Context: an optimization exercise on an open-source flow, tuned for small area, a short achievable clock period and few clock cycles. The choices shown serve that exercise and are no tape-out recipe.
In this exercise RTL edits were held to simulation tests only and were not proved equivalent to the original.
Power is estimated from default activity; no workload was simulated.

Design ALU, start of the top module:
module ALU(
    input wire clk,
    input wire rst_n,
    input wire [7:0] A,
    input wire [7:0] B,
    input wire start,
    input wire [2:0] opcode,
    output wire [15:0] result,
    output wire done
);
Size: ~320 cells after synthesis, about 21 flip-flops.
==> flow/config.mk <==
export PLATFORM = sky130hd
export DESIGN_NAME = ALU
export DESIGN_NICKNAME = ALU
export VERILOG_FILES = /design/flow/design.v
export SDC_FILE = /design/flow/constraint.sdc
export NUM_CORES = 4
export LEC_CHECK = 0
export ABC_AREA = 1
export CAP_MARGIN = 20
export CORE_MARGIN = 2
export CORE_UTILIZATION = 40
export SETUP_SLACK_MARGIN = 2.75
export SLEW_MARGIN = 20
export TNS_END_PERCENT = 5
==> flow/constraint.sdc <==
create_clock -name core_clock -period 5.0 [get_ports {clk}]
set_input_delay 1.0000 -clock core_clock [delete_from_list [all_inputs] [get_ports {clk}]]
set_output_delay 1.0000 -clock core_clock [all_outputs]
set_load 0.01 [all_outputs]
standard.sh (not shown) runs the stock make flow with config.mk's settings and CLKGATE_MAP_FILE= SYNTH_SCRIPT=/design/flow/synth_recipe.tcl, a recipe that flattens the netlist after the stock synthesis.
==> flow/flow/run.sh <==
#!/bin/bash
# The standard layout, with the port buffers made from small buffers
# (sky130_fd_sc_hd__buf_2) instead of the delay buffers buffer_ports picks.
set -euo pipefail
export BUFFER_PORTS_ARGS="-buffer_cell sky130_fd_sc_hd__buf_2"
export ADDER_MAP_FILE=
bash standard.sh > standard.log 2>&1
The baseline ran to the end with no violations.
Testbench counts at the start, summed over its fixed seeds: cycles 16,520.
Next try:
--- a/flow/config.mk
+++ b/flow/config.mk
@@ -9,6 +9,5 @@
 export CAP_MARGIN = 20
 export CORE_MARGIN = 2
-export CORE_UTILIZATION = 40
+export CORE_UTILIZATION = 35
 export SETUP_SLACK_MARGIN = 2.75
 export SLEW_MARGIN = 20
-export TNS_END_PERCENT = 5
Effect:
- setup slack is worse by 81 ps
- die area grows by 13%
- synthesized area does not change
- utilization shrinks by 3.1 points
- first-iteration DRC count grows by 61%
Next try:
--- a/flow/config.mk
+++ b/flow/config.mk
@@ -9,5 +9,5 @@
 export CAP_MARGIN = 20
 export CORE_MARGIN = 2
-export CORE_UTILIZATION = 35
-export SETUP_SLACK_MARGIN = 2.75
+export CORE_UTILIZATION = 40
+export SETUP_SLACK_MARGIN = 2.8
 export SLEW_MARGIN = 20
=> First-iteration DRC count decreases by about 30%; cell area decreases by about 2.2%; synthesized area does not change.
Next try:
--- a/flow/config.mk
+++ b/flow/config.mk
@@ -10,4 +10,5 @@
 export CORE_MARGIN = 2
 export CORE_UTILIZATION = 40
-export SETUP_SLACK_MARGIN = 2.8
+export PLACE_DENSITY = 0.4
+export SETUP_SLACK_MARGIN = 2.75
 export SLEW_MARGIN = 20
Effect: Design area rose by 6.1%. Total power goes up by 3.4%. Area after synthesis stays the same. Setup slack gets worse by 53 ps. Via count climbs by 3.3%. Combinational power rose by about 8%.
Next try:
--- a/flow/config.mk
+++ b/flow/config.mk
@@ -10,5 +10,4 @@
 export CORE_MARGIN = 2
 export CORE_UTILIZATION = 40
-export PLACE_DENSITY = 0.4
 export SETUP_SLACK_MARGIN = 2.75
 export SLEW_MARGIN = 20
Outcome:
- worst setup slack is better by 30 ps
- combinational power went down by 11%
- power went down by 5.2%
- synthesized cell count is unchanged
- sequential power barely changes
- design area went down by 8.6%
- count of clock-buffer cells in the layout stays the same
- final cell count went down by 2.4%
- flip-flop and latch count does not change
- critical path depth went up by 2
- via count went down by 4.7%
Next try:
--- a/flow/config.mk
+++ b/flow/config.mk
@@ -6,8 +6,8 @@
 export NUM_CORES = 4
 export LEC_CHECK = 0
-export ABC_AREA = 1
+export ABC_AREA = 0
 export CAP_MARGIN = 20
 export CORE_MARGIN = 2
 export CORE_UTILIZATION = 40
-export SETUP_SLACK_MARGIN = 2.75
+export SETUP_SLACK_MARGIN = 2.5
 export SLEW_MARGIN = 20
Final cell count is lower by roughly a tenth.
Clock power barely changes.
Power grows by about a fifth.
Cell area rose by about a fifth.
Area after synthesis went up slightly.
Hold slack degrades by 18 ps.
Sequential cell count stays the same.
Die area climbs slightly.

## afterwards: timing with drivers on the ports
The flow's constraints put no driver on any port. The routed layouts listed below were extracted and timed again, unchanged, in two steps. Step 1 (the two cells are an assumption about what drives the block):
set clk [get_ports {clk}]
set_driving_cell -lib_cell sky130_fd_sc_hd__clkbuf_16 $clk
set_driving_cell -lib_cell sky130_fd_sc_hd__buf_2 [delete_from_list [all_inputs] $clk]
Step 2 also shifts input and output timing later by t, the mid clock arrival at the registers, as if the neighbouring blocks saw the same clock. a / b / c = ideal ports / drivers / drivers and shift; a / b = the first two.
run | shift t [ns] | setup slack, ns | hold slack, ns | slew at the worst register clock pin (ns) | cell pins on the clock port's net
the first run | 0.297 | 2.767 / 2.771 / 2.474 | 0.469 / 0.469 / 0.469 | 0.09 / 0.09 | 1
the second run | 0.300 | 2.686 / 2.689 / 2.388 | 0.469 / 0.469 / 0.469 | 0.09 / 0.09 | 1
the third run | 0.299 | 2.875 / 2.878 / 2.578 | 0.466 / 0.466 / 0.466 | 0.09 / 0.09 | 1
the fourth run | 0.301 | 2.822 / 2.819 / 2.518 | 0.478 / 0.478 / 0.478 | 0.09 / 0.09 | 1
the fifth run | 0.298 | 2.851 / 2.854 / 2.556 | 0.467 / 0.467 / 0.467 | 0.09 / 0.09 | 1
the sixth run | 0.298 | 1.758 / 1.718 / 1.419 | 0.449 / 0.449 / 0.449 | 0.10 / 0.10 | 1
After both steps setup and hold are still met in every run listed. For the sixth run, which loses most, drivers alone change the setup slack by -0.040 ns; drivers and shift together by -0.339 ns.
